From an optimization exercise on the open Yosys and OpenROAD flow, aimed at small area and a short achievable clock period; shortcuts taken in it are not production practice. Only simulation tests tie the RTL to the original design; equivalence was not proved.

the reference run:
==> flow/design.v (excerpt) <==
module demapper #(
  parameter MAX_BITS = 5
)(
  input clk,
  input rst,                    
  input enable,                 
  input [15:0] x_real,
  input [15:0] x_imag,
  input [3:0]  coding_rate,
  output reg [MAX_BITS-1:0] bits,
  output reg valid_out
);
Size in the first run: roughly 2900 cells after synthesis, about 45 I/O pins.
export LEC_CHECK = 0
export CAP_MARGIN = 20
export CORE_MARGIN = 2
export CORE_UTILIZATION = 40
export SLEW_MARGIN = 20
create_clock -name core_clock -period 85.0 [get_ports {clk}]
standard.sh (not shown) runs the stock make flow with config.mk's settings and CLKGATE_MAP_FILE= SYNTH_SCRIPT=/design/flow/synth_recipe.tcl, a recipe that flattens the netlist after the stock synthesis.
==> flow/flow/run.sh <==
#!/bin/bash
# The standard layout, with plain buffers (buf_2) on the ports instead of the
# delay buffers buffer_ports picks by default. Everything else is the standard flow's own flow.
set -euo pipefail
bash standard.sh "BUFFER_PORTS_ARGS=-buffer_cell sky130_fd_sc_hd__buf_2" finish > standard_flow.log 2>&1
### the reference run -> the trial run
# the reference run
export LEC_CHECK = 0
export CAP_MARGIN = 20
export CORE_MARGIN = 2
export CORE_UTILIZATION = 40
export SLEW_MARGIN = 20
create_clock -name core_clock -period 85.0 [get_ports {clk}]
# the trial run
export LEC_CHECK = 0
export CAP_MARGIN = 20
export CORE_MARGIN = 2
export CORE_UTILIZATION = 40
export CTS_BUF_LIST = sky130_fd_sc_hd__clkbuf_8
export CTS_CLUSTER_DIAMETER = 60
export CTS_CLUSTER_SIZE = 18
export SLEW_MARGIN = 20
create_clock -name core_clock -period 85.0 [get_ports {clk}]
[summary]
Compared the trial run vs the reference run, and total of fill cells in the finished design is up in the trial run.
The trial run reports a lower slew at the pin closest to its max-slew limit than the reference run does.
Worst setup slack, the reference run and the trial run: higher on the reference run


== the baseline ==
Another version of the RTL of demapper (not shown whole).
Size in the first run: about 2,300 cells after synthesis, ~0.030 mm² of cells after synthesis.
export LEC_CHECK = 0
export CAP_MARGIN = 20
export CORE_MARGIN = 2
export CORE_UTILIZATION = 40
export CTS_BUF_LIST = sky130_fd_sc_hd__clkbuf_8
export CTS_CLUSTER_DIAMETER = 60
export CTS_CLUSTER_SIZE = 18
export SLEW_MARGIN = 20
create_clock -name core_clock -period 85.0 [get_ports {clk}]
==> flow/flow/run.sh <==
#!/bin/bash
set -uo pipefail
ARGS="BUFFER_PORTS_ARGS=-buffer_cell sky130_fd_sc_hd__buf_2"
CTS="CTS_ARGS=-sink_clustering_enable -repair_clock_nets -dont_use_dummy_load -sink_clustering_size 18 -sink_clustering_max_diameter 60 -buf_list sky130_fd_sc_hd__clkbuf_8"
R=orfs/results/${FLOW_PLATFORM:-sky130hd}/demapper/base
bash standard.sh "$ARGS" synth > standard_synth.log 2>&1 || exit 1
cp $R/1_2_yosys.v netlist_standard.v
if python3 flow/fapol.py netlist_standard.v netlist_fapol.v > fapol.log 2>&1; then
  KEPLER=$(command -v kepler-formal || echo $FLOW_HOME/../tools/install/kepler-formal/bin/kepler-formal)
  LIB=$FLOW_HOME/platforms/sky130hd/lib/sky130_fd_sc_hd__tt_025C_1v80.lib
  mkdir -p kepler_run
  cat > kepler.yml <<EOT
format: verilog
input_paths:
  - $PWD/netlist_standard.v
  - $PWD/netlist_fapol.v
liberty_files:
  - $LIB
log_file: $PWD/kepler_detail.log
report_json: $PWD/kepler_report.json
verilog_design1_top: $FLOW_TOP
verilog_design2_top: $FLOW_TOP
EOT
  if (cd kepler_run && timeout 600 $KEPLER --config ../kepler.yml) > kepler.log 2>&1 \
     && grep -q "No difference was found." kepler.log \
     && grep -q "Verdict: EQUIVALENT" kepler.log; then
    echo "fapol netlist proven equivalent by kepler-formal; using it" >> fapol.log
    cp netlist_fapol.v $R/1_2_yosys.v
    touch $R/1_2_yosys.v
  else
    echo "fapol netlist not proven; keeping the standard netlist" >> fapol.log
  fi
fi
bash standard.sh "$ARGS" "$CTS" finish > standard_finish.log 2>&1 || exit 1
Other scripts of this flow, unchanged in this note and not shown: flow/flow/fapol.py
Every stage of the flow completed for the baseline, and the final layout passed the timing, design-rule and antenna checks.
Input-level comparison between the candidate and the baseline:
- swapping 60 for 90 in CTS_CLUSTER_DIAMETER
-- flow/flow/run.sh --
<<< the baseline, line 4
CTS="CTS_ARGS=-sink_clustering_enable -repair_clock_nets -dont_use_dummy_load -sink_clustering_size 18 -sink_clustering_max_diameter 60 -buf_list sky130_fd_sc_hd__clkbuf_8"
>>> the candidate, line 4
CTS="CTS_ARGS=-sink_clustering_enable -repair_clock_nets -dont_use_dummy_load -sink_clustering_size 18 -sink_clustering_max_diameter 90 -buf_list sky130_fd_sc_hd__clkbuf_8"
--- outcome ---
Both conditions hold for the candidate: the flow ran to the end and the final layout passed the timing, design-rule and antenna checks.
The baseline reached the end of the flow, and the finished layout is clean on the timing, design-rule and antenna checks.
Between the candidate and the baseline, the difference in met2 usage in global routing is negligible.
Lower global-route total usage across every layer goes to the candidate over the baseline.
On wire length of the first global-routing pass, the lower figure sits with the candidate, not the baseline.
As far as delay of the slowest critical-path stage is concerned, the baseline and the candidate perform about the same.

==> separate check: timing with driven ports <==
In the flow no input, the clock included, has a driving cell. The finished layouts below were timed again as built, in two steps.
Step 1: set_driving_cell puts a clkbuf_16 on clk and a buf_2 on each other input, an assumption about the parent block.
Step 2 adds t to the input delays and takes it off the output delays; t is the mean of the earliest and latest rising clock arrival at the registers after step 1. Input paths then give back, and output paths get back, about the clock's delay inside the block.
Slacks: no drivers / after step 1 / after step 2; pairs: no drivers / after step 1.
run	t (ns)	slack for setup (ns)	worst setup path at the end
the reference run	0.679	66.952 / 66.891 / 67.571	register to output
the trial run	0.696	66.903 / 66.844 / 67.540	register to output
the baseline	0.663	66.915 / 66.860 / 67.053	register to register
the candidate	0.697	66.883 / 66.827 / 67.092	register to register
After both steps setup and hold are still met in every run listed.
